Background: an optimization exercise with open tools, aiming at small area. Do not read the settings as production practice.
At most, simulation tests tie the RTL to the original design; equivalence was not proved.
The clock input has no modelled driver; a real chip could not lean on it and would need a root buffer or a full tree.
Power and IR drop assume default switching activity.

Design VGAanimatedObject, start of the top module:
module VGAanimatedObject (clk, rst, switch, push, hsync, vsync, rgb);
==> flow/config.mk <==
export PLATFORM = sky130hd
export DESIGN_NAME = VGAanimatedObject
export DESIGN_NICKNAME = VGAanimatedObject
export VERILOG_FILES = /design/flow/design.v
export SDC_FILE = /design/flow/constraint.sdc
export NUM_CORES = 4
export LEC_CHECK = 0
export CAP_MARGIN = 20
export CORE_MARGIN = 2
export CORE_UTILIZATION = 85
export SLEW_MARGIN = 20
==> flow/constraint.sdc <==
create_clock -name core_clock -period 10.0 [get_ports {clk}]
set_input_delay 2.0000 -clock core_clock [delete_from_list [all_inputs] [get_ports {clk}]]
set_output_delay 2.0000 -clock core_clock [all_outputs]
set_load 0.01 [all_outputs]
standard.sh (not shown) runs the stock make flow with config.mk's settings and CLKGATE_MAP_FILE= SYNTH_SCRIPT=/design/flow/synth_recipe.tcl, a recipe that flattens the netlist after the stock synthesis.
==> flow/flow/run.sh <==
#!/bin/bash
# Standard ORFS layout (standard.sh) with two changes: plain buf_1 port
# buffers, and a clock tree of a few clock buffers straight from the clock port
# (flow/pre_cts.tcl) in place of TritonCTS's H-tree. make's output goes to
# make_finish.log, each ORFS step's to orfs/logs/.
set -euo pipefail
here=$(pwd)
export MANUAL_CTS_GROUPS=4
export MANUAL_CTS_BUF=sky130_fd_sc_hd__clkbuf_8
export MANUAL_CTS_ROOT=
bash standard.sh \
  "BUFFER_PORTS_ARGS=-buffer_cell sky130_fd_sc_hd__buf_1" \
  "PRE_CTS_TCL=$here/flow/pre_cts.tcl" \
  finish > make_finish.log 2>&1
Other scripts of this flow, unchanged in this note and not shown: flow/flow/manual_cts.tcl, flow/flow/pre_cts.tcl
The starting point completed with no timing, DRC or antenna violations.
Next try:
--- a/flow/config.mk
+++ b/flow/config.mk
@@ -9,3 +9,3 @@
 export CORE_MARGIN = 2
-export CORE_UTILIZATION = 85
+export CORE_UTILIZATION = 90
 export SLEW_MARGIN = 20
The changed run never finished: it broke off in global placement without I/O.
Synthesized cell count stays the same.
Area after synthesis does not change.
In the first run of this note the design's own scripts or RTL, not TritonCTS, make the clock network.

========
The RTL this note starts from:
==> flow/design.v <==
module vgaSync (clk, rst, hsync, vsync, video_on, pixel_x, pixel_y,
                x_step, x_wrap, y_step, y_wrap);
input         clk, rst;
output        hsync, vsync, video_on;
output  [9:0] pixel_x, pixel_y;
output        x_step;    
output        x_wrap;    
output        y_step;    
output        y_wrap;    
reg    [11:0] t;
reg     [9:0] v;
reg           h_sync, v_sync;
wire    [9:0] h = t[11:2];
wire          t_end = t[11] & t[10] & (&t[6:0]);    
wire          v_end = v[9] & v[3] & v[2];            
reg    [11:0] t_inc;
reg     [9:0] v_inc;
reg           c;
integer       i;
always @(*) begin
  c = 1'b1;
  for (i = 0; i < 12; i = i + 1) begin
    t_inc[i] = t[i] ^ c;
    c = t[i] & c;
  end
  c = t_end;
  for (i = 0; i < 10; i = i + 1) begin
    v_inc[i] = v[i] ^ c;
    c = v[i] & c;
  end
end
wire          v_clr = t_end & v_end;
always @(posedge clk) begin
  if (rst) begin
    t <= 12'd3;
    v <= 10'd0;
    h_sync <= 1'b0;
    v_sync <= 1'b0;
  end else begin
    t <= {t_inc[11:10] & {2{~t_end}}, t_inc[9:8], t_inc[7] & ~t_end, t_inc[6:0]};
    v <= {v_inc[9] & ~v_clr, v_inc[8:4], v_inc[3:2] & {2{~v_clr}}, v_inc[1], v_inc[0] & ~v_clr};
    h_sync <= h[9] & h[7] & (h[6] | h[5] | h[4]) & ~(h[6] & h[5] & h[4]);  
    v_sync <= v[9] & ~v[3] & ~v[2] & (v[1] ^ v[0]);                        
  end
end
assign hsync = h_sync;
assign vsync = v_sync;
assign video_on = ~(h[9] & (h[8] | h[7])) & ~(v[9] | (&v[8:5]));   
assign pixel_x = h;
assign pixel_y = v;
assign x_step = &t[2:0];
assign x_wrap = t_end;
assign y_step = t_end & v[0];
assign y_wrap = t_end & v_end;
endmodule
module pixelGeneration (clk, rst, switch, pixel_x, pixel_y, push,
                        x_step, x_wrap, y_step, y_wrap, video_on, rgb);
input               clk, rst, switch;
input       [9:  0] pixel_x, pixel_y;
input               x_step, x_wrap, y_step, y_wrap;
input               video_on;
input       [3:  0] push;
output      [2:  0] rgb;
localparam [16:0] R0 = 17'h00000;
localparam [16:0] R_LAST = 17'h0f4f8;
reg  [16:0] r;
reg  [2:0]  q;
reg         s;
wire        r_end = (r == R_LAST);
wire        ge_mid = switch ? q[2] : (|q);                                    
wire        ge_max = switch ? (&q & r_end) : (q[2] | q[1] | (q[0] & r_end));  
wire        slow_en = ~rst & ~s & ge_mid;
wire        r_clr = rst | ge_max | r_end;
wire        q_clr = rst | ge_max;
wire [2:0]  q_inc = {q[2] ^ (q[1] & q[0] & r_end), q[1] ^ (q[0] & r_end), q[0] ^ r_end};
always @(posedge clk) begin
  r <= {~(r[15:0] | {16{r_clr}}), (r[16] ^ r[13]) & ~r_clr};    
  q <= q_inc & {3{~q_clr}};
  s <= ~rst & ge_mid;
end
reg  [3:0]  push_q1;
reg         mv_y, mv_x, mv_dec;
wire [3:0]  d_next = push & push_q1;
always @(posedge clk) begin
  if (rst) begin
    push_q1 <= 4'd0;
    mv_y <= 1'b0;
    mv_x <= 1'b0;
    mv_dec <= 1'b0;
  end else if (slow_en) begin
    push_q1 <= push;
    mv_y <= d_next[0] | d_next[3];
    mv_x <= d_next[2] | d_next[1];
    mv_dec <= ~d_next[0] & (d_next[3] | d_next[2]);
  end
end
reg  [8:0]  rx, ry;
wire        move_y = slow_en & mv_y;
wire        move_x = slow_en & ~mv_y & mv_x;
wire [8:0]  kx = step_const(x_wrap, x_step, move_x, mv_dec, 9'd113);
wire [8:0]  ky = step_const(y_wrap, y_step, move_y, mv_dec, 9'd250);
function [8:0] step_const;
  input       wrap, step, mv, dec;
  input [8:0] wk;
  begin
    casez ({wrap, step, mv, dec})
      4'b1?0?: step_const = wk;
      4'b1?11: step_const = wk + 9'd5;
      4'b1?10: step_const = wk - 9'd5;
      4'b010?: step_const = 9'd1;
      4'b0111: step_const = 9'd6;
      4'b0110: step_const = 9'd508;
      4'b001?: step_const = dec ? 9'd5 : 9'd507;
      default: step_const = 9'd0;
    endcase
  end
endfunction
reg  [8:0]  rx_sum, ry_sum;
reg         cx, cy;
integer     i;
always @(*) begin
  cx = 1'b0;
  cy = 1'b0;
  for (i = 0; i < 9; i = i + 1) begin
    rx_sum[i] = rx[i] ^ kx[i] ^ cx;
    cx = (rx[i] & kx[i]) | ((rx[i] ^ kx[i]) & cx);
    ry_sum[i] = ry[i] ^ ky[i] ^ cy;
    cy = (ry[i] & ky[i]) | ((ry[i] ^ ky[i]) & cy);
  end
end
always @(posedge clk) begin
  if (rst) begin
    rx <= 9'd352;    
    ry <= 9'd402;    
  end else begin
    rx <= rx_sum;
    ry <= ry_sum;
  end
end
function le5;
  input [4:0] a, b;
  integer j;
  reg l;
  begin
    l = 1'b1;
    for (j = 0; j < 5; j = j + 1)
      l = (~a[j] & b[j]) | (~(a[j] ^ b[j]) & l);
    le5 = l;
  end
endfunction
wire        x_on = (rx[8:5] == 4'd0) & ~(rx[4] & (rx[3] | rx[2])) & ((|rx[4:0]) | pixel_x[0]) &
                   ((|pixel_x[9:6]) | le5(rx[4:0], pixel_x[5:1]));
wire        y_on = (ry[8:5] == 4'd0) & ~(ry[4] & (ry[3] | ry[2])) & ((|ry[4:0]) | pixel_y[0]) &
                   ((|pixel_y[9:6]) | le5(ry[4:0], pixel_y[5:1]));
wire        square_on = x_on & y_on;
assign rgb = {1'b0, video_on & square_on, video_on & ~square_on};
endmodule
module VGAanimatedObject (clk, rst, switch, push, hsync, vsync, rgb);
input         clk, rst;
input         switch;
input   [3:0] push;
output        hsync, vsync;
output  [2:0] rgb;
wire          video_on;
wire    [9:0] pixel_x, pixel_y;
wire          x_step, x_wrap, y_step, y_wrap;
vgaSync vgaSync(
  .clk(clk),
  .rst(rst),
  .hsync(hsync),
  .vsync(vsync),
  .video_on(video_on),
  .pixel_x(pixel_x),
  .pixel_y(pixel_y),
  .x_step(x_step),
  .x_wrap(x_wrap),
  .y_step(y_step),
  .y_wrap(y_wrap)
);
pixelGeneration pixelGeneration(
  .clk(clk),
  .rst(rst),
  .push(push),
  .switch(switch),
  .pixel_x(pixel_x),
  .pixel_y(pixel_y),
  .x_step(x_step),
  .x_wrap(x_wrap),
  .y_step(y_step),
  .y_wrap(y_wrap),
  .video_on(video_on),
  .rgb(rgb)
);
endmodule
export LEC_CHECK = 0
export CAP_MARGIN = 20
export CORE_MARGIN = 2
export CORE_UTILIZATION = 40
export SLEW_MARGIN = 20
create_clock -name core_clock -period 10.0 [get_ports {clk}]
==> flow/flow/run.sh <==
#!/bin/bash
# Standard ORFS layout (standard.sh), with plain buf_1 port buffers and a clock
# tree without dummy loads.
set -euo pipefail
bash standard.sh \
  "BUFFER_PORTS_ARGS=-buffer_cell sky130_fd_sc_hd__buf_1" \
  "CTS_ARGS=-repair_clock_nets -dont_use_dummy_load -root_buf sky130_fd_sc_hd__clkbuf_16 -buf_list sky130_fd_sc_hd__clkbuf_16" \
  finish > make_finish.log 2>&1
The baseline completed without violations.
Change:
==> flow/flow/run.sh (replaced) <==
#!/bin/bash
# Standard ORFS layout (standard.sh), with plain buf_1 port buffers and a clock
# tree without dummy loads.
set -euo pipefail
bash standard.sh \
  "BUFFER_PORTS_ARGS=-buffer_cell sky130_fd_sc_hd__buf_1" \
  "CTS_ARGS=-sink_clustering_enable -repair_clock_nets -dont_use_dummy_load" \
  finish > make_finish.log 2>&1
Settings changed: CORE_UTILIZATION 40 to 70.
Result: Maximum frequency drops by 2.4%; cell area drops by 4.8%; sequential share of layout area climbs by 1.9 points; power drops by 16%; critical path depth drops by 1; global-route usage climbs by 8.8 points; synthesized area is unchanged; via count drops by 1.9%; core utilization climbs by 33 points; clock power drops by 36%; final cell count drops by about 12%.
Change:
--- a/flow/flow/run.sh
+++ b/flow/flow/run.sh
@@ -6,3 +6,3 @@
   "BUFFER_PORTS_ARGS=-buffer_cell sky130_fd_sc_hd__buf_1" \
-  "CTS_ARGS=-sink_clustering_enable -repair_clock_nets -dont_use_dummy_load" \
+  "CTS_ARGS=-sink_clustering_enable -repair_clock_nets -dont_use_dummy_load -sink_clustering_size 100 -sink_clustering_max_diameter 500 -root_buf sky130_fd_sc_hd__clkbuf_16 -buf_list sky130_fd_sc_hd__clkbuf_16" \
   finish > make_finish.log 2>&1
Settings changed: CORE_UTILIZATION 70 to 40.
The new run finished with timing, DRC and antenna clean.
Routed wire length grows by 3.6%.
Sequential power stays flat.
Power rose by 19%.
Core utilization fell by 33 points.
Change:
==> flow/flow/run.sh (replaced) <==
#!/bin/bash
# Standard ORFS layout (standard.sh), with plain buf_1 port buffers and a clock
# tree without dummy loads.
set -euo pipefail
bash standard.sh \
  "BUFFER_PORTS_ARGS=-buffer_cell sky130_fd_sc_hd__buf_1" \
  "CTS_ARGS=-sink_clustering_enable -repair_clock_nets -dont_use_dummy_load" \
  finish > make_finish.log 2>&1
Result: Core utilization fell by 1.3 points. Final cell count stays the same. Critical path depth is unchanged. Global-route usage barely changes. Cell area fell by 2.8%. Setup slack improves by 68 ps. Hold slack is about the same. Routed wire length fell by 1.6%. Die area is unchanged. Combinational power stays flat. Sequential share of layout area rose by 1.1 points.
Function was not checked in any run of this note: the RTL went through the layout flow alone.

==> what the ideal ports hide <==
The results above use ideal ports. As a check the final layouts listed here were re-extracted and re-timed, cells and wires unchanged.
Step 1 assumes that a clkbuf_16 drives the clock port and a buf_2 every other input.
Step 2 moves the port delays by t, midway between the first and last clock arrival at a register: inputs arrive t later, outputs are due t later. That takes back most of the time a late clock gives input paths.
a / b / c = no drivers / after step 1 / after step 2; a / b = the first two.
run	t, ns	setup slack, ns	worst setup path at the end	worst data-port slew with drivers (ns)	cell pins on the clock port's net
the first run of note 1	0.217	2.629 / 2.656 / 2.439	input to register	0.04	4
the first run of note 2	0.348	3.065 / 3.078 / 2.730	input to register	0.03	1
the second run of note 2	0.350	2.892 / 2.899 / 2.549	input to register	0.03	1
the third run of note 2	0.348	3.065 / 3.078 / 2.730	input to register	0.03	1
the fourth run of note 2	0.360	3.133 / 3.142 / 2.782	input to register	0.03	1
After both steps every run listed still meets setup and hold. The setup slack of the fourth run of note 2, which loses most, moves by +0.009 ns with the drivers and by -0.351 ns with both steps.
